Background: an optimization exercise with open tools, aiming at small area. Do not read the settings as production practice. The RTL was checked by simulation tests, not by an equivalence proof against the original design. Power and IR drop assume default switching activity.

File: flow/config.mk
export PLATFORM = sky130hd
export DESIGN_NAME = w5300_ctrl
export DESIGN_NICKNAME = w5300_ctrl
export VERILOG_FILES = /design/flow/design.v
export SDC_FILE = /design/flow/constraint.sdc
export NUM_CORES = 4
export LEC_CHECK = 0
export CAP_MARGIN = 20
export CORE_MARGIN = 2
export CORE_UTILIZATION = 40
export SLEW_MARGIN = 20
File: flow/constraint.sdc
create_clock -name core_clock -period 10.0 [get_ports {clk}]
set_input_delay 2.0000 -clock core_clock [delete_from_list [all_inputs] [get_ports {clk}]]
set_output_delay 2.0000 -clock core_clock [all_outputs]
set_load 0.01 [all_outputs]
File: flow/design.v
module w5300_init
(
   clk,
   reset,
   w_init_done,
   w_rst,
   w_addr,
   w_wdata,
   w_wr,
   w_wr_en,
   w_rd,
   w_rdata,
   w_cs
);
   parameter P_REG_NUM = 56;
   parameter P_CHK_NUM = 4;
   parameter P_CLK_PD  = 10;
   parameter P_SIG_VD  = 7;
   input          clk;          
   input          reset;        
   output         w_init_done;  
   output         w_rst;        
   output [9:0]   w_addr;       
   output [7:0]   w_wdata;      
   output         w_wr;         
   output         w_wr_en;      
   output         w_rd;         
   input  [7:0]   w_rdata;      
   output         w_cs;         
   reg  [3:0]  clk_tick; 
   always@(posedge clk) begin
      if(reset) begin
         clk_tick <= 0;
      end
      else begin
         clk_tick <= clk_tick + 1'b1;
         if(clk_tick==P_CLK_PD-1)
            clk_tick <= 0;
      end
   end
   wire        fsm_en = (clk_tick==P_CLK_PD-1);
   reg  [1:0]  fsm_st;
   reg         fsm_start;
   reg  [9:0]  fsm_cnt;
   always@(posedge clk) begin
      if(reset) begin
         fsm_st <= 2'b11;
         fsm_start <= 1'b1;
         fsm_cnt <= 0;
      end
      else begin
         if(fsm_en) begin
            case(fsm_st)
               2'b11: begin
                  fsm_cnt <= 0;
                  if(fsm_start) begin
                     fsm_start <= 1'b0;
                     fsm_st <= 2'b00;
                  end
               end
               2'b00: begin
                  fsm_cnt <= fsm_cnt + 1'b1;
                  if(fsm_cnt==(55000/(P_CLK_PD*10))) begin  
                     fsm_cnt <= 0;
                     fsm_st <= 2'b01;
                  end
               end
               2'b01: begin
                  fsm_cnt <= fsm_cnt + 1'b1;
                  if(fsm_cnt==P_REG_NUM-1) begin
                     fsm_cnt <= 0;
                     fsm_st <= 2'b10;
                  end
               end
               2'b10: begin
                  fsm_cnt <= fsm_cnt + 1'b1;
                  if(fsm_cnt==P_CHK_NUM-1) begin
                     fsm_cnt <= 0;
                     fsm_st <= 2'b11;
                  end
               end
               default:
                  fsm_st <= 2'b11;
            endcase
         end
      end
   end
   reg         w_init_done;
   reg         w_rst;  
   reg  [9:0]  w_addr; 
   reg  [7:0]  w_wdata;
   reg         w_wr;  
   reg         w_wr_en; 
   reg         w_rd;   
   reg         w_cs;   
	wire [9:0]	regmem_addr = regmem[fsm_cnt][17:8];
	wire [7:0]	regmem_data = regmem[fsm_cnt][7:0];
	always@* begin
      case(fsm_st)
         2'b11: begin
            w_rst       <= 1'b0;  
            w_addr      <= 0; 
            w_wdata     <= 0;
            w_wr        <= 1'b0;   
            w_wr_en     <= 1'b0;
            w_rd        <= 1'b0;   
            w_cs        <= 1'b0;
            w_init_done <= 1'b0;
         end
         2'b00: begin
            w_rst       <= fsm_cnt<(5000/(P_CLK_PD*10));
            w_addr      <= 0; 
            w_wdata     <= 0;
            w_wr        <= 1'b0;   
            w_wr_en     <= 1'b0;
            w_rd        <= 1'b0;   
            w_cs        <= 1'b0;   
            w_init_done <= 1'b0;
         end
         2'b01: begin
            w_rst       <= 1'b0;  
            w_addr      <= regmem_addr; 
            w_wdata     <= regmem_data;
            w_wr        <= (clk_tick<P_SIG_VD); 
            w_wr_en     <= 1'b1;
            w_rd        <= 1'b0;   
            w_cs        <= (clk_tick<P_SIG_VD);
            w_init_done <= 1'b0;
         end
         2'b10: begin
            w_rst       <= 1'b0;  
            w_addr      <= chkmem[fsm_cnt][17:8]; 
            w_wdata     <= 0;
            w_wr        <= 1'b0;
            w_wr_en     <= 1'b0;
            w_rd        <= (clk_tick<P_SIG_VD);
            w_cs        <= (clk_tick<P_SIG_VD);
            w_init_done <= fsm_en&(fsm_cnt==P_CHK_NUM-1);
         end
         default: begin
            w_rst       <= 1'b0;
            w_addr      <= 0;
            w_wdata     <= 0;
            w_wr        <= 1'b0;
            w_wr_en     <= 1'b0;
            w_rd        <= 1'b0;
            w_cs        <= 1'b0;
            w_init_done <= 1'b0;
         end
      endcase 
   end
   reg  [17:0]    regmem[0:P_REG_NUM-1];
   reg  [17:0]    chkmem[0:P_CHK_NUM-1];
   initial begin
      regmem[0]  = {10'h000,       8'h38};           
      regmem[1]  = {10'h001,       8'h80};           
      regmem[2]  = {10'h004,      8'h00};           
      regmem[3]  = {10'h005,      8'hFF};          
      regmem[4]  = {10'h008,     8'h00};           
      regmem[5]  = {10'h009,     8'h01};          
      regmem[6]  = {10'h00A,     8'h02};          
      regmem[7]  = {10'h00B,     8'h03};          
      regmem[8]  = {10'h00C,     8'h04};          
      regmem[9]  = {10'h00D,     8'h05};          
      regmem[10] = {10'h010,      8'd192};          
      regmem[11] = {10'h011,      8'd168};         
      regmem[12] = {10'h012,      8'd199};         
      regmem[13] = {10'h013,      8'd1};           
      regmem[14] = {10'h014,     8'd255};          
      regmem[15] = {10'h015,     8'd255};         
      regmem[16] = {10'h016,     8'd255};         
      regmem[17] = {10'h017,     8'd0};           
      regmem[18] = {10'h018,     8'd192};          
      regmem[19] = {10'h019,     8'd168};         
      regmem[20] = {10'h01A,     8'd199};         
      regmem[21] = {10'h01B,     8'd110};         
      regmem[22] = {10'h020,     8'h08};           
      regmem[23] = {10'h028,     8'h08};           
      regmem[24] = {10'h021,     8'h08};           
      regmem[25] = {10'h029,     8'h08};           
      regmem[26] = {10'h030,   8'h00};           
      regmem[27] = {10'h031,   8'hFF};
      regmem[28] = {10'h200,    8'h01};  
      regmem[29] = {10'h201,    8'h01|8'h20};
      regmem[30] = {10'h20A, 8'h13};           
      regmem[31] = {10'h20B, 8'h14};      
      regmem[32] = {10'h212,8'h13};           
      regmem[33] = {10'h213,8'h14};           
      regmem[34] = {10'h214,  8'd192};          
      regmem[35] = {10'h215,  8'd168};          
      regmem[36] = {10'h216,  8'd199};      
      regmem[37] = {10'h217,  8'd196};      
      regmem[38] = {10'h204,   8'h00};           
      regmem[39] = {10'h205,   8'h1F};        
      regmem[40] = {10'h218,  8'h05};           
      regmem[41] = {10'h219,  8'hB4};       
      regmem[42] = {10'h240,    8'h00};           
      regmem[43] = {10'h241,    8'h02};  
      regmem[44] = {10'h244,   8'h00};           
      regmem[45] = {10'h245,   8'h1F};        
      regmem[46] = {10'h24A, 8'h13};           
      regmem[47] = {10'h24B, 8'h14};      
      regmem[48] = {10'h252,8'h13};           
      regmem[49] = {10'h253,8'h14};           
      regmem[50] = {10'h254,  8'd192};          
      regmem[51] = {10'h255,  8'd168};          
      regmem[52] = {10'h256,  8'd199};      
      regmem[53] = {10'h257,  8'd196};      
      regmem[54] = {10'h258,  8'h05};           
      regmem[55] = {10'h259,  8'hB4};
      chkmem[0]  = {10'h0FE,      8'h53};
      chkmem[1]  = {10'h0FF,      8'h00};
      chkmem[2]  = {10'h000,       8'h38};
      chkmem[3]  = {10'h001,       8'h00};
   end
endmodule
module w5300_datacomm
(
   clk,
   reset,
   start,
   s_rx_dv,
   s_rx_data,
   s_rx_addr,
   s_rx_done,
   c_tx_en,
   c_tx_addr,
   c_tx_rd,
   c_tx_data,
   c_tx_error,
   c_tx_done,
   w_addr,
   w_wdata,
   w_wr,
   w_wr_en,
   w_rd,
   w_rdata,
   w_cs
);
   parameter P_PROT       = 1'b1;
   parameter TX_ADDR_NBIT = 14;
   parameter RX_ADDR_NBIT = 14;
   parameter P_CLK_PD     = 10;
   parameter P_SIG_VD     = 7;
   parameter P_TIMEOUT    = 32'h0026_25A0;  
   parameter P_SENDOK_CHK = 1'b0;
   parameter P_PROTIME    = 32'h0026_25A0;  
   parameter P_MR_ALIGN   = 8'h01;
   input                      clk;        
   input                      reset;      
   input                      start;      
   output                     s_rx_dv;    
   output [7:0]               s_rx_data;  
   output [RX_ADDR_NBIT-1:0]  s_rx_addr;  
   output                     s_rx_done;  
   input                      c_tx_en;    
   output                     c_tx_rd;    
   output [TX_ADDR_NBIT-1:0]  c_tx_addr;  
   input  [7:0]               c_tx_data;  
   output                     c_tx_error; 
   output                     c_tx_done;  
   output [9:0]               w_addr;     
   output [7:0]               w_wdata;    
   output                     w_wr;       
   output                     w_wr_en;    
   output                     w_rd;       
   input  [7:0]               w_rdata;    
   output                     w_cs;       
   reg  [3:0]  clk_tick; 
   always@(posedge clk) begin
      if(reset) begin
         clk_tick <= 0;
      end
      else begin
         clk_tick <= clk_tick + 1'b1;
         if(clk_tick==P_CLK_PD-1)
            clk_tick <= 0;
      end
   end
   wire                    fsm_en = (clk_tick==P_CLK_PD-1);
   wire                    fsm_rd = (clk_tick==P_SIG_VD-1);
   reg  [2:0]              fsm_st;
   reg  [15:0]             fsm_cnt;
   reg  [15:0]             recv_size;
   reg  [15:0]             send_size;
   reg                     s_rx_dv;  
   reg  [7:0]              s_rx_data;
   reg  [RX_ADDR_NBIT-1:0] s_rx_addr;
   reg                     s_rx_done;
   reg                     c_tx_rd;
   reg  [TX_ADDR_NBIT-1:0] c_tx_addr;
   reg                     c_tx_error;
   reg                     c_tx_done;
   reg  [7:0]              send_data;
   reg                     isfirstsend;
   reg  [31:0]             watchdog;
   reg  [7:0]              fsm_rdata;
   always@(posedge clk) begin
      if(reset) begin
         fsm_st <= 3'b000;
         fsm_cnt <= 0;
         s_rx_dv <= 1'b0;  
         s_rx_data <= 0;
         s_rx_addr <= 0;
         s_rx_done <= 1'b0;
         c_tx_addr <= 0;
         c_tx_error<= 1'b0;
         c_tx_done <= 1'b0;
         recv_size <= 16'hFFFF;
         send_size <= 16'hFFFF;
         isfirstsend <= 1'b1;
         watchdog  <= 0;
         c_tx_rd   <= 1'b0;
         fsm_rdata <= 0;
      end
      else begin
         s_rx_dv    <= 1'b0;
         c_tx_done  <= 1'b0;
         c_tx_error <= 1'b0;
         s_rx_done  <= 1'b0;
         c_tx_rd    <= 1'b0;
         fsm_rdata  <= fsm_rd ? w_rdata : fsm_rdata;
         if(fsm_en) begin
            case(fsm_st)
               3'b000: begin  
                  fsm_cnt     <= 0;
                  s_rx_addr   <= {RX_ADDR_NBIT{1'b1}};
                  c_tx_addr   <= 0;
                  recv_size   <= 0;
                  send_size   <= 0;
                  isfirstsend <= 1'b1;
                  watchdog    <= 0;
                  if(start)  
                     fsm_st   <= 3'b001;
               end
               3'b001: begin  
                  fsm_cnt <= fsm_cnt + 1'b1;
                  s_rx_addr <= {RX_ADDR_NBIT{1'b1}};
                  c_tx_addr <= 0;
                  if(P_PROT==1'b0) begin
                     if(fsm_cnt==1) begin
                        fsm_cnt <= 0;
                        if(fsm_rdata==8'h13)
                           fsm_st <= 3'b010;
                     end
                  end
                  else if(P_PROT==1'b1) begin
                     watchdog <= watchdog + 1'b1;
                     if(watchdog==P_PROTIME) begin  
                        watchdog <= 0;
                        fsm_cnt  <= 0;
                        fsm_st   <= 3'b111;
                     end
                     else if(fsm_cnt==1) begin
                        if(fsm_rdata==8'h22)
                           fsm_cnt <= 2;
                        else
                           fsm_cnt <= 0;
                     end
                     else if(fsm_cnt==2) begin
                        fsm_cnt  <= 0;
                        if(c_tx_en)   
                           fsm_st <= 3'b101;
                        else if((fsm_rdata&8'h04)==8'h04)  
                           fsm_st <= 3'b100;
                        else
                           fsm_cnt <= fsm_cnt;
                     end
                  end
               end
               3'b010: begin  
                  fsm_cnt <= fsm_cnt + 1'b1;
                  if(fsm_cnt!=0) begin
                     fsm_cnt <= fsm_cnt - 1'b1;
                     if(fsm_rdata==8'h08) begin  
                        fsm_cnt <= 0;
                        fsm_st <= 3'b111;
                     end
                     else if((fsm_rdata&8'h01)==8'h01) begin  
                        fsm_cnt <= 0;
                        fsm_st <= 3'b011;
                     end
                  end
               end
               3'b011: begin  
                  fsm_cnt <= 0;
                  if((fsm_rdata&8'h02)==8'h02)  
                     fsm_st <= 3'b110;
                  else if((fsm_rdata&8'h08)==8'h08)  
                     fsm_st <= 3'b111;
                  else if((fsm_rdata&8'h04)==8'h04)  
                     fsm_st <= 3'b100;
                  else if(c_tx_en)   
                     fsm_st <= 3'b101;
               end
               3'b100: begin  
                  if(P_PROT==1'b0) begin
                     if(P_MR_ALIGN) begin  
                        fsm_cnt <= fsm_cnt + 1'b1;
                        if(fsm_cnt==0)
                           recv_size[15:8] <= fsm_rdata;
                        else if(fsm_cnt==1) begin
                           recv_size[7:0]  <= fsm_rdata;
                           if(recv_size[15:8]==0 && fsm_rdata==0)  
                              fsm_cnt <= 0;
                        end
                        else if(fsm_cnt==recv_size*2+1) begin
                           if((fsm_rdata&8'h04)==8'h04)
                              fsm_cnt <= fsm_cnt - 1'b1;  
                        end
                        else if(fsm_cnt==recv_size*2+2) begin
                           fsm_cnt <= 0;
                           fsm_st <= 3'b011;
                           s_rx_addr <= {RX_ADDR_NBIT{1'b1}};
                           s_rx_done <= 1'b1;
                        end
                        if(fsm_cnt==0||fsm_cnt==1||(fsm_cnt<recv_size*2&&fsm_cnt[1])) begin
                           s_rx_dv <= 1'b1;
                           if(fsm_cnt==0||fsm_cnt==1)
                              s_rx_addr <= fsm_cnt;
                           else
                              s_rx_addr <= s_rx_addr + 1'b1;
                        end
                     end
                     else begin
                        fsm_cnt <= fsm_cnt + 1'b1;
                        if(fsm_cnt==1)
                           recv_size[15:8] <= fsm_rdata;
                        else if(fsm_cnt==2) begin
                           recv_size[7:0]  <= fsm_rdata;
                        end
                        else if(fsm_cnt==recv_size+3) begin
                           fsm_cnt <= 0;
                           fsm_st <= 3'b011;
                           s_rx_addr <= {RX_ADDR_NBIT{1'b1}};
                           s_rx_done <= 1'b1;
                        end
                        if(fsm_cnt>=1 && fsm_cnt<=recv_size+2) begin
                           s_rx_dv <= 1'b1;
                           s_rx_addr <= s_rx_addr + 1'b1;
                        end
                     end
                  end
                  else if(P_PROT==1'b1) begin
                     fsm_cnt <= fsm_cnt + 1'b1;
                     if(fsm_cnt==7)
                        recv_size[15:8] <= fsm_rdata;
                     else if(fsm_cnt==8) begin
                        recv_size[7:0]  <= fsm_rdata;
                     end
                     else if(fsm_cnt==recv_size+9) begin
                        fsm_cnt   <= 16'd1;
                        fsm_st    <= 3'b001;
                        s_rx_addr <= {RX_ADDR_NBIT{1'b1}};
                        s_rx_done <= 1'b1;
                     end
                     if(fsm_cnt>=7 && fsm_cnt<=recv_size+8) begin
                        s_rx_dv <= 1'b1;
                        s_rx_addr <= s_rx_addr + 1'b1;
                     end
                  end
                  s_rx_data <= fsm_rdata;
               end
               3'b101: begin  
                  c_tx_addr <= c_tx_addr + 1'b1;
                  c_tx_rd   <= 1'b1;
                  if(fsm_cnt>3 && fsm_cnt>send_size+1) begin
                     c_tx_rd   <= 1'b0;
                     c_tx_addr <= 0;
                  end
                  fsm_cnt <= fsm_cnt + 1'b1;
                  send_data <= c_tx_data;
                  if(fsm_cnt==0+1)
                     send_size <= {send_data,8'h00};
                  else if(fsm_cnt==1+1)
                     send_size <= send_size+(send_data[0] ? send_data+1'b1 : send_data);
                  watchdog <= 0;
                  if(send_size!=0) begin
                     if(fsm_cnt==send_size+3) begin
                        fsm_cnt <= fsm_cnt;
                        watchdog <= watchdog + 1'b1;
                        if((fsm_rdata&8'h02)==8'h02 || watchdog==P_TIMEOUT) begin  
                           fsm_cnt <= 0;
                           fsm_st <= 3'b111;
                        end
                        else if(~P_SENDOK_CHK || isfirstsend || (fsm_rdata&8'h10)==8'h10)  
                           fsm_cnt <= fsm_cnt + 1'b1;
                     end
                     else if(fsm_cnt==send_size+8) begin
                        fsm_cnt <= P_PROT==1'b0 ? 16'd0 : 16'd1;
                        fsm_st  <= P_PROT==1'b0 ? 3'b011 : 3'b001;
                        c_tx_done <= 1'b1;
                        c_tx_addr <= 0;
                        isfirstsend <= 1'b0;
                     end
                  end
               end
               3'b110: begin  
                  fsm_cnt <= fsm_cnt + 1'b1;
                  if(fsm_cnt==1) begin
                     fsm_cnt <= fsm_cnt - 1'b1;
                     if((fsm_rdata&8'h02)==8'h02) begin  
                        fsm_cnt <= 0;
                        fsm_st <= 3'b111;
                     end
                  end
               end
               3'b111: begin  
                  fsm_cnt <= fsm_cnt + 1'b1;
                  if(fsm_cnt==1) begin
                     fsm_cnt <= 0;
                     fsm_st <= 3'b000;
                  end
               end
               default: begin
                  fsm_st <= 3'b000;
               end
            endcase
         end
      end
   end
   reg  [9:0]  w_addr; 
   reg  [7:0]  w_wdata;
   reg         w_wr;   
   reg         w_wr_en; 
   reg         w_rd;   
   reg         w_cs;   
   always@* begin
      case(fsm_st)
         3'b000: begin  
            w_addr      <= 10'h209;
            w_wdata     <= 0;
            w_wr        <= 1'b0;
            w_wr_en     <= 1'b0;
            w_rd        <= (clk_tick<P_SIG_VD);
            w_cs        <= (clk_tick<P_SIG_VD);
         end
         3'b001: begin  
            w_addr      <= P_PROT==1'b0 ? (fsm_cnt==0 ? 10'h203 : 10'h209) : (fsm_cnt==0 ? 10'h243 : (fsm_cnt==1 ? 10'h249 : 10'h247));
            w_wdata     <= 8'h01;
            w_wr        <= fsm_cnt==0 ? (clk_tick<P_SIG_VD) : 1'b0;
            w_wr_en     <= fsm_cnt==0 ? 1'b1 : 1'b0;
            w_rd        <= fsm_cnt==0 ? 1'b0 : (clk_tick<P_SIG_VD);
            w_cs        <= (clk_tick<P_SIG_VD);
         end
         3'b010: begin  
            w_addr      <= fsm_cnt==0 ? 10'h203 : 10'h207; 
            w_wdata     <= 8'h04;
            w_wr        <= fsm_cnt==0 ? (clk_tick<P_SIG_VD) : 1'b0;
            w_wr_en     <= fsm_cnt[0]==0 ? 1'b1 : 1'b0;
            w_rd        <= fsm_cnt==0 ? 1'b0 : (clk_tick<P_SIG_VD);
            w_cs        <= (clk_tick<P_SIG_VD);
         end
         3'b011: begin  
            w_addr      <= 10'h207; 
            w_wdata     <= 0;
            w_wr        <= 1'b0;
            w_wr_en     <= 1'b0;
            w_rd        <= (clk_tick<P_SIG_VD);
            w_cs        <= (clk_tick<P_SIG_VD);
         end
         3'b100: begin  
            if(P_PROT==1'b0) begin
               if(P_MR_ALIGN) begin  
                  w_addr      <=((fsm_cnt==recv_size*2||fsm_cnt==recv_size*2+1)&&recv_size!=0)   ? 10'h207 :
                                ((fsm_cnt==recv_size*2+2&&recv_size!=0) ? 10'h203   :
                                ((fsm_cnt[1:0]==2 ? 10'h230 : 
                                 (fsm_cnt[1:0]==3 ? 10'h231 :
                                 (fsm_cnt[1:0]==0 ? 10'h22A   : 10'h22B))))); 
                  w_wdata     <= (fsm_cnt==recv_size*2&&recv_size!=0) ? 8'h04 : 8'h40;
                  w_wr        <= ((fsm_cnt==recv_size*2||fsm_cnt==recv_size*2+2)&&recv_size!=0) ? (clk_tick<P_SIG_VD) : 1'b0;
                  w_wr_en     <= ((fsm_cnt==recv_size*2||fsm_cnt==recv_size*2+2)&&recv_size!=0) ? 1'b1 : 1'b0;
                  w_rd        <= ((fsm_cnt==recv_size*2||fsm_cnt==recv_size*2+2)&&recv_size!=0) ? 1'b0: (clk_tick<P_SIG_VD);
                  w_cs        <= (clk_tick<P_SIG_VD);
               end
               else begin
                  w_addr      <= (fsm_cnt==0) ? 10'h207 :
                                ((fsm_cnt==recv_size+3&&recv_size!=0) ? 10'h203   :
                                 (fsm_cnt[0]==1 ? 10'h230 : 10'h231)); 
                  w_wdata     <= (fsm_cnt==0) ? 8'h04 : 8'h40;
                  w_wr        <= ((fsm_cnt==0)||(fsm_cnt==recv_size+3&&recv_size!=0)) ? (clk_tick<P_SIG_VD) : 1'b0;
                  w_wr_en     <= ((fsm_cnt==0)||(fsm_cnt==recv_size+3&&recv_size!=0)) ? 1'b1 : 1'b0;
                  w_rd        <= ((fsm_cnt==0)||(fsm_cnt==recv_size+3&&recv_size!=0)) ? 1'b0 : (clk_tick<P_SIG_VD);
                  w_cs        <= (clk_tick<P_SIG_VD);
               end
            end
            else if(P_PROT==1'b1) begin
               w_addr      <= (fsm_cnt==0) ? 10'h247 :
                             ((fsm_cnt==recv_size+9&&recv_size!=0) ? 10'h243   :
                              (fsm_cnt[0]==1 ? 10'h270 : 10'h271)); 
               w_wdata     <= (fsm_cnt==0) ? 8'h04 : 8'h40;
               w_wr        <= ((fsm_cnt==0)||(fsm_cnt==recv_size+9&&recv_size!=0)) ? (clk_tick<P_SIG_VD) : 1'b0;
               w_wr_en     <= ((fsm_cnt==0)||(fsm_cnt==recv_size+9&&recv_size!=0)) ? 1'b1 : 1'b0;
               w_rd        <= ((fsm_cnt==0)||(fsm_cnt==recv_size+9&&recv_size!=0)) ? 1'b0 : (clk_tick<P_SIG_VD);
               w_cs        <= (clk_tick<P_SIG_VD);
            end
				else begin
					w_addr      <= 0; 
					w_wdata     <= 0;
					w_wr        <= 1'b0;
					w_wr_en     <= 1'b0;
					w_rd        <= 1'b0;
					w_cs        <= 1'b0;
				end
         end
         3'b101: begin  
            if(P_PROT==1'b0) begin
               w_addr   <= (fsm_cnt==0) ? 10'h225 : 
                          ((fsm_cnt==1) ? 10'h226 : 
                          ((fsm_cnt==2) ? 10'h227 : 
                          ((fsm_cnt==send_size+3&&send_size!=0) ? 10'h207 :  
                          ((fsm_cnt==send_size+4&&send_size!=0) ? 10'h207 :  
                          ((fsm_cnt==send_size+5&&send_size!=0) ? 10'h221 : 
                          ((fsm_cnt==send_size+6&&send_size!=0) ? 10'h222 : 
                          ((fsm_cnt==send_size+7&&send_size!=0) ? 10'h223 : 
                          ((fsm_cnt==send_size+8&&send_size!=0) ? 10'h203   :  
                           (fsm_cnt[0] ? 10'h22E :
                                         10'h22F))))))))); 
               w_wdata  <= (fsm_cnt==send_size+4&&send_size!=0) ? 8'h10 :
                          ((fsm_cnt==send_size+5&&send_size!=0) ? 8'h00 :
                          ((fsm_cnt==send_size+6&&send_size!=0) ? send_size[15:8] :
                          ((fsm_cnt==send_size+7&&send_size!=0) ? send_size[7:0]  :
                          ((fsm_cnt==send_size+8&&send_size!=0) ? 8'h20 : send_data))));
            end
            else if(P_PROT==1'b1) begin
               w_addr   <= (fsm_cnt==0) ? 10'h265 : 
                          ((fsm_cnt==1) ? 10'h266 : 
                          ((fsm_cnt==2) ? 10'h267 : 
                          ((fsm_cnt==send_size+3&&send_size!=0) ? 10'h247 :  
                          ((fsm_cnt==send_size+4&&send_size!=0) ? 10'h247 :  
                          ((fsm_cnt==send_size+5&&send_size!=0) ? 10'h261 : 
                          ((fsm_cnt==send_size+6&&send_size!=0) ? 10'h262 : 
                          ((fsm_cnt==send_size+7&&send_size!=0) ? 10'h263 : 
                          ((fsm_cnt==send_size+8&&send_size!=0) ? 10'h243   :  
                           (fsm_cnt[0] ? 10'h26E :
                                         10'h26F))))))))); 
               w_wdata  <= (fsm_cnt==send_size+4&&send_size!=0) ? 8'h10 :
                          ((fsm_cnt==send_size+5&&send_size!=0) ? 8'h00 :
                          ((fsm_cnt==send_size+6&&send_size!=0) ? send_size[15:8] :
                          ((fsm_cnt==send_size+7&&send_size!=0) ? send_size[7:0]  :
                          ((fsm_cnt==send_size+8&&send_size!=0) ? 8'h21 : send_data))));
            end
				else begin
					w_addr   <= 0; 
               w_wdata  <= 0;
            end
            w_wr        <= (fsm_cnt==0 || fsm_cnt==1 || fsm_cnt==2 || 
                           (fsm_cnt==send_size+3&&send_size!=0)) ? 1'b0 : (clk_tick<P_SIG_VD);
            w_wr_en     <= (fsm_cnt==0 || fsm_cnt==1 || fsm_cnt==2 || 
                           (fsm_cnt==send_size+3&&send_size!=0)) ? 1'b0 : 1'b1;
            w_rd        <= (fsm_cnt==0 || fsm_cnt==1 || fsm_cnt==2 || 
                           (fsm_cnt==send_size+3&&send_size!=0)) ? (clk_tick<P_SIG_VD) : 1'b0;
            w_cs        <= (clk_tick<P_SIG_VD);
         end
         3'b110: begin  
            if(P_PROT==1'b0)
               w_addr   <= fsm_cnt==0 ? 10'h203 : 10'h207;
            else if(P_PROT==1'b1)
               w_addr   <= fsm_cnt==0 ? 10'h243 : 10'h247;
				else
					w_addr   <= 0; 
            w_wdata     <= 8'h08;
            w_wr        <= fsm_cnt==0 ? (clk_tick<P_SIG_VD) : 1'b0;
            w_wr_en     <= fsm_cnt==0 ? 1'b1 : 1'b0;
            w_rd        <= fsm_cnt==0 ? 1'b0 : (clk_tick<P_SIG_VD);
            w_cs        <= (clk_tick<P_SIG_VD);
         end
         3'b111: begin  
            if(P_PROT==1'b0)
               w_addr   <= fsm_cnt==0 ? 10'h207 : 10'h203;
            else if(P_PROT==1'b1)
               w_addr   <= fsm_cnt==0 ? 10'h247 : 10'h243;
				else
					w_addr   <= 0; 
            w_wdata     <= fsm_cnt==0 ? (8'h10|8'h08|8'h04|8'h02|8'h01) : 
                                        8'h10;
            w_wr        <= (clk_tick<P_SIG_VD);
            w_wr_en     <= 1'b1;
            w_rd        <= 1'b0;
            w_cs        <= (clk_tick<P_SIG_VD);
         end
         default: begin
            w_addr      <= 0; 
            w_wdata     <= 0;
            w_wr        <= 1'b0;
            w_wr_en     <= 1'b0;
            w_rd        <= 1'b0;
            w_cs        <= 1'b0;
         end
      endcase
   end
endmodule
module w5300_ctrl
(
   clk,
   reset,
   start,
   init_done,
   s_rx_dv,
   s_rx_data,
   s_rx_addr,
   s_rx_done,
   c_tx_en,
   c_tx_addr,
   c_tx_rd,
   c_tx_data,
   c_tx_error,
   c_tx_done,
   w_rst,
   w_addr,
   w_wdata,
   w_wr,
   w_wr_en,
   w_rd,
   w_rdata,
   w_cs
);
   input          clk;         
   input          reset;       
   input          start;       
   output         init_done;   
   output         s_rx_dv;     
   output [7:0]   s_rx_data;   
   output [13:0]  s_rx_addr;   
   output         s_rx_done;   
   input          c_tx_en;     
   output [13:0]  c_tx_addr;   
   output         c_tx_rd;     
   input  [7:0]   c_tx_data;   
   output         c_tx_error;  
   output         c_tx_done;   
   output         w_rst;       
   output [9:0]   w_addr;      
   output [7:0]   w_wdata;     
   output         w_wr;        
   output         w_wr_en;     
   output         w_rd;        
   input  [7:0]   w_rdata;     
   output         w_cs;        
   wire        i_done;
   wire        i_rst;
   wire [9:0]  i_addr;
   wire [7:0]  i_wdata;
   wire        i_wr;
   wire        i_wr_en;
   wire        i_rd;
   wire        i_cs;
   wire [9:0]  d_addr;
   wire [7:0]  d_wdata;
   wire        d_wr;
   wire        d_wr_en;
   wire        d_rd;
   wire        d_cs;
   reg         init_done;
   always@(posedge clk) begin
      if(reset)
         init_done <= 1'b0;
      else if(i_done)
         init_done <= 1'b1;
   end
   w5300_init u_init
   (
      .clk        (clk     ),
      .reset      (reset   ),
      .w_init_done(i_done  ),
      .w_rst      (i_rst   ),
      .w_addr     (i_addr  ),
      .w_wdata    (i_wdata ),
      .w_wr       (i_wr    ),
      .w_wr_en    (i_wr_en ),
      .w_rd       (i_rd    ),
      .w_rdata    (w_rdata ),
      .w_cs       (i_cs    )
   );
   w5300_datacomm
   #(
      .P_PROT     (1'b1       ),  
      .P_PROTIME  (32'd1000   )
   )
   u_datacomm
   (
      .clk        (clk          ),
      .reset      (reset | ~init_done),
      .start      (start        ),
      .s_rx_dv    (s_rx_dv      ),
      .s_rx_data  (s_rx_data    ),
      .s_rx_addr  (s_rx_addr    ),
      .s_rx_done  (s_rx_done    ),
      .c_tx_en    (c_tx_en      ),
      .c_tx_addr  (c_tx_addr    ),
      .c_tx_rd    (c_tx_rd      ),
      .c_tx_data  (c_tx_data    ),
      .c_tx_error (c_tx_error   ),
      .c_tx_done  (c_tx_done    ),
      .w_addr     (d_addr       ),
      .w_wdata    (d_wdata      ),
      .w_wr       (d_wr         ),
      .w_wr_en    (d_wr_en      ),
      .w_rd       (d_rd         ),
      .w_rdata    (w_rdata      ),
      .w_cs       (d_cs         )
   );
   assign w_rst   = init_done ? 1'b0    : i_rst;
   assign w_addr  = init_done ? d_addr  : i_addr;
   assign w_wdata = init_done ? d_wdata : i_wdata;
   assign w_wr    = init_done ? d_wr    : i_wr;
   assign w_wr_en = init_done ? d_wr_en : i_wr_en;
   assign w_rd    = init_done ? d_rd    : i_rd;
   assign w_cs    = init_done ? d_cs    : i_cs;
endmodule
File: flow/run.sh
#!/bin/bash
# synth_recipe.tcl (not shown) runs the flow's synth.tcl, then flattens the netlist and writes it again
# the make line also repeats each setting of config.mk as NAME=value (left out here)
make -C /OpenROAD-flow-scripts/flow DESIGN_CONFIG=/design/flow/config.mk WORK_HOME=/design/flow/orfs CLKGATE_MAP_FILE= SYNTH_SCRIPT=/design/flow/synth_recipe.tcl finish
==> notes.md <==
## routing by layer
metal  part of all wire  up-vias  GRT usage
li1                   -     7347          -
met1               0.45     7390      0.376
met2               0.45      664      0.425
met3              0.066      108     0.0392
met4              0.030        2     0.0966
met5            0.00024        -          0
## cell families (layout without fill, tap and decap cells)
family	count (synthesis)	after routing	share of synthesized area
AND/OR/NAND/NOR	843	843	0.291
flip-flops	179	179	0.243
buffers and inverters	178	195	0.0527
multiplexers	20	20	0.0134
adder cells (fa/ha/maj)	93	93	0.0776
AO/OA/AOI/OAI	529	529	0.236
XOR/XNOR	139	139	0.0863
other	1	2	0.000248
## cell usage in the layout, fill, tap and decap left out, types with 11 or more instances in the layout
cell and instances:
o21a_1 24, nand3b_1 11, o21ai_1 23, o31ai_1 20, buf_4 25, ha_1 92
a21o_1 19, or3_1 26, dfxtp_1 171, a211oi_1 21, a221oi_1 11, a221o_1 13
nor3_1 81, o21ai_0 99, nor2_1 177, nand4_1 47, inv_1 50, nand2b_1 13
nor2b_1 19, and4_1 11, clkdlybuf4s50_1 82, mux2i_1 18, nand3_1 80, clkbuf_16 17
a21oi_1 115, xor2_1 49, or2_2 11, o211ai_1 34, a31oi_1 28, xnor2_1 82
nand2_1 218, and3_1 46, nor4_1 28, o22ai_1 17
## final timing paths
check,startpoint,to
worst min register to register,u_datacomm.s_rx_data[4]$_SDFFE_PP0P_,u_datacomm.s_rx_data[4]$_SDFFE_PP0P_
worst max register to register,u_datacomm.send_size[4]$_SDFFE_PP1P_,u_datacomm.c_tx_addr[11]$_SDFFE_PP0P_
worst max-delay path,u_datacomm.send_size[4]$_SDFFE_PP1P_,w_addr[3]
worst min-delay path,u_datacomm.s_rx_data[4]$_SDFFE_PP0P_,u_datacomm.s_rx_data[4]$_SDFFE_PP0P_
## worst reg2reg max path: stages, from the launching register on
cell and delay (ns):
dfxtp_1 0.72, ha_1 0.61, nand3_1 0.69, nor2_1 0.52, nand3_1 0.25, nor2_1 0.17, xnor2_1 0.20, ha_1 0.31
and4_1 0.20, nand4_1 0.12, nor3_1 0.07, or3_1 0.33, or2_1 0.22, o22ai_1 0.60, or3b_4 0.45, o21ai_1 0.13
a21o_1 0.19
## cell type report
cell class / count / area, um2 / area share
well taps: 511 / 639 / 0.0382
inverters: 57 / 214 / 0.0128
multi-input cells: 1626 / 10700 / 0.636
clock buffers: 19 / 443 / 0.0264
flip-flops and latches: 179 / 3660 / 0.219
clock inverters: 12 / 120 / 0.00717
repair buffers: 107 / 1010 / 0.0602
## per-stage QoR
stage | hold WS, ns | util | cell area, um2 | power [uW] | std cells
2_1_floorplan | 0.440 | - | 15100 | 742 | 1983
5_1_grt | 0.477 | 0.448 | 16700 | 1450 | 2511
3_3_place_gp | 0.446 | 0.433 | 16200 | 751 | 2480
3_5_place_dp | 0.447 | 0.433 | 16200 | 751 | 2480
4_1_cts | 0.457 | 0.448 | 16700 | 1420 | 2511
6_report | 0.456 | 0.448 | 16700 | 1400 | 2511
## power groups by stage
stage          clock network [uW]  registers [uW]  logic (uW)
2_1_floorplan                   0             736        6.45
3_3_place_gp                    0             736        14.5
3_5_place_dp                    0             736        14.6
4_1_cts                       689             720        14.7
5_1_grt                       715             719        15.9
6_report                      670             720        14.5
## registers in the layout, indices dropped and copies added, names as in the netlist, 2 cells and up, named ones only
| register | cells |
|---|---|
| u_datacomm.watchdog | 32 |
| u_datacomm.fsm_cnt | 16 |
| u_datacomm.recv_size | 16 |
| u_datacomm.send_size | 16 |
| u_datacomm.c_tx_addr | 14 |
| u_datacomm.s_rx_addr | 14 |
| u_init.fsm_cnt | 10 |
| u_datacomm.fsm_rdata | 8 |
| u_datacomm.s_rx_data | 8 |
| u_datacomm.send_data | 8 |
| u_init.regmem_addr | 8 |
| u_init.regmem_data | 8 |
| u_datacomm.clk_tick | 4 |
| u_init.clk_tick | 4 |
| u_datacomm.fsm_st | 3 |
| u_init.fsm_st | 2 |
==> notes.md <==
CP arrival ~5.6 ns; worst slew pin tran roughly 1.2 ns; synth warn 3; DRC Markers 0; fmax between 100 and 150 MHz; fin crit period approximately 7.6 ns; worst r2r path cells 16; Internal Pwr Total 1080 uW; critical path launch point type flop; Cell Rows 71; first-pass iteration count of the detailed router 7; main flop type after synthesis dfxtp_1; Worst Hold Path Cells 2; dominant delay contributor by cell family on the critical path simple AND/OR/NAND/NOR gates; CTS clk-pin slew, worst paths ~0.070 ns; Filler cells between 3000 and 4000; RSZ-0062 raised after global routing no; crit end category primary output; die height a little under 200 um; # Post-CTS Setup Buffers 0; Nets ~2100; cell-by-cell trace of the critical path ha_1 > nand3_1 > or3_1 > xnor2_1 > nor3b_1 > nand4_1 > nand2_1 > or3_1 > or4_1 > o21ai_1 > clkdlybuf4s50_1; crit share post-route 0.758; initial core utilization 0.404; die area between 30000 and 40000 um2; I/O Buffers between 80 and 90; gp weighted congestion slightly below 1; data required time at the worst endpoint about 8 ns; Resized Gates After CTS 0; GRT Total Usage 0.271; synth unique cells 108; Final Hold Vio Count 0; initial drt markers 1813; layout cell share with drive strength beyond 1 0.0600; number of H-tree levels 4; Sum Neg Setup Slack 0 ns; DRT Wirelength between 50000 and 60000 um; Worst R2R Setup Slack between 4 and 5 ns; slowest stage cell, crit path dfxtp_1; CP max stage delay ~0.7 ns; clk latency of the worst-skew pair 0.46 ns; ANT nets after route 0; synth top area cells dfxtp_1, ha_1, nand2_1; Leak about 0.0065 uW; clock tree sinks around 180; detailed-route wire length per cell 21.3 um; Final WS setup approximately 2.4 ns; final-report max-slew violation count 0; clock tree buffer depth 2; core box area 37400 um2; Reg power frac 0.513; Switching Power ~320 uW; synthesized area per cell 7.62 um2; EDFF count, synth 8; Switching Share 0.230; Setup Crit Path Kind flop to primary output; hpwl dp ~40000 um; vias in the first global route ~14000; critical path depth 11; peak supply drop around 0.12 mV; #FFs+latches synth around 180; Comb power frac 0.010; Worst Path Max Fanout 20; n_diodes 0; Gate Count Post-Synth 1982; top-count cell post-synth nand2_1; area share of the largest cell type after synthesis 0.227; CP dominant cell by count or3_1; Clock Skews 0.0189 ns; Cell Area, Synth between 15000 and 20000 um2; Die W roughly 200 um; Seq/Total Area, Yosys 0.243; area delta synth->final 11.0%; Clock Tree Root clkbuf_16; CTS Buf Count 17; leading area contributor after synthesis dfxtp_1; pre-CTS setup slack about 3 ns; status timing/DRC/antenna clean; worst hold path type flop to flop; final setup fails 0; power per cell area around 84 nW/um2; Ports between 80 and 90; largest net degree at the start of global routing 61; Clock Power Share 0.477; max cap viols 0; Rel. slew slack 0.232; Post-CTS Hold Buffers 0; initial antenna violation count 1; first-pass GRT wire length a little over 80000 um; vias approximately 16000; ys async rst share 0; worst path bufs/invs 1; grt total ovfl 0; synth cell count leaders nand2_1, nor2_1, dfxtp_1; CTS tree done; Vias/cell approximately 6.2

[port drivers added, routing unchanged]
How much do the figures lean on ideal ports? The routed layout below was timed once more, with nothing changed but the port constraints.
Step 1 sets driving cells, clkbuf_16 on the clock port and buf_2 on the other inputs (assumed; they add their load-dependent delay and slew).
Step 2 adds t to the input delays and takes it off the output delays; t is the mean of the earliest and latest rising clock arrival at the registers after step 1. Input paths then give back, and output paths get back, about the clock's delay inside the block.
a / b / c = ideal / step 1 / step 2; a / b = the first two.
t (ns): 0.510
slack for setup (ns): 2.423 / 2.366 / 2.876
worst setup path at the end: register to output
pins driven straight from the clock port: 1
After both steps setup and hold are still met in this run. For this run, drivers alone change the setup slack by -0.057 ns; drivers and shift together by +0.453 ns.
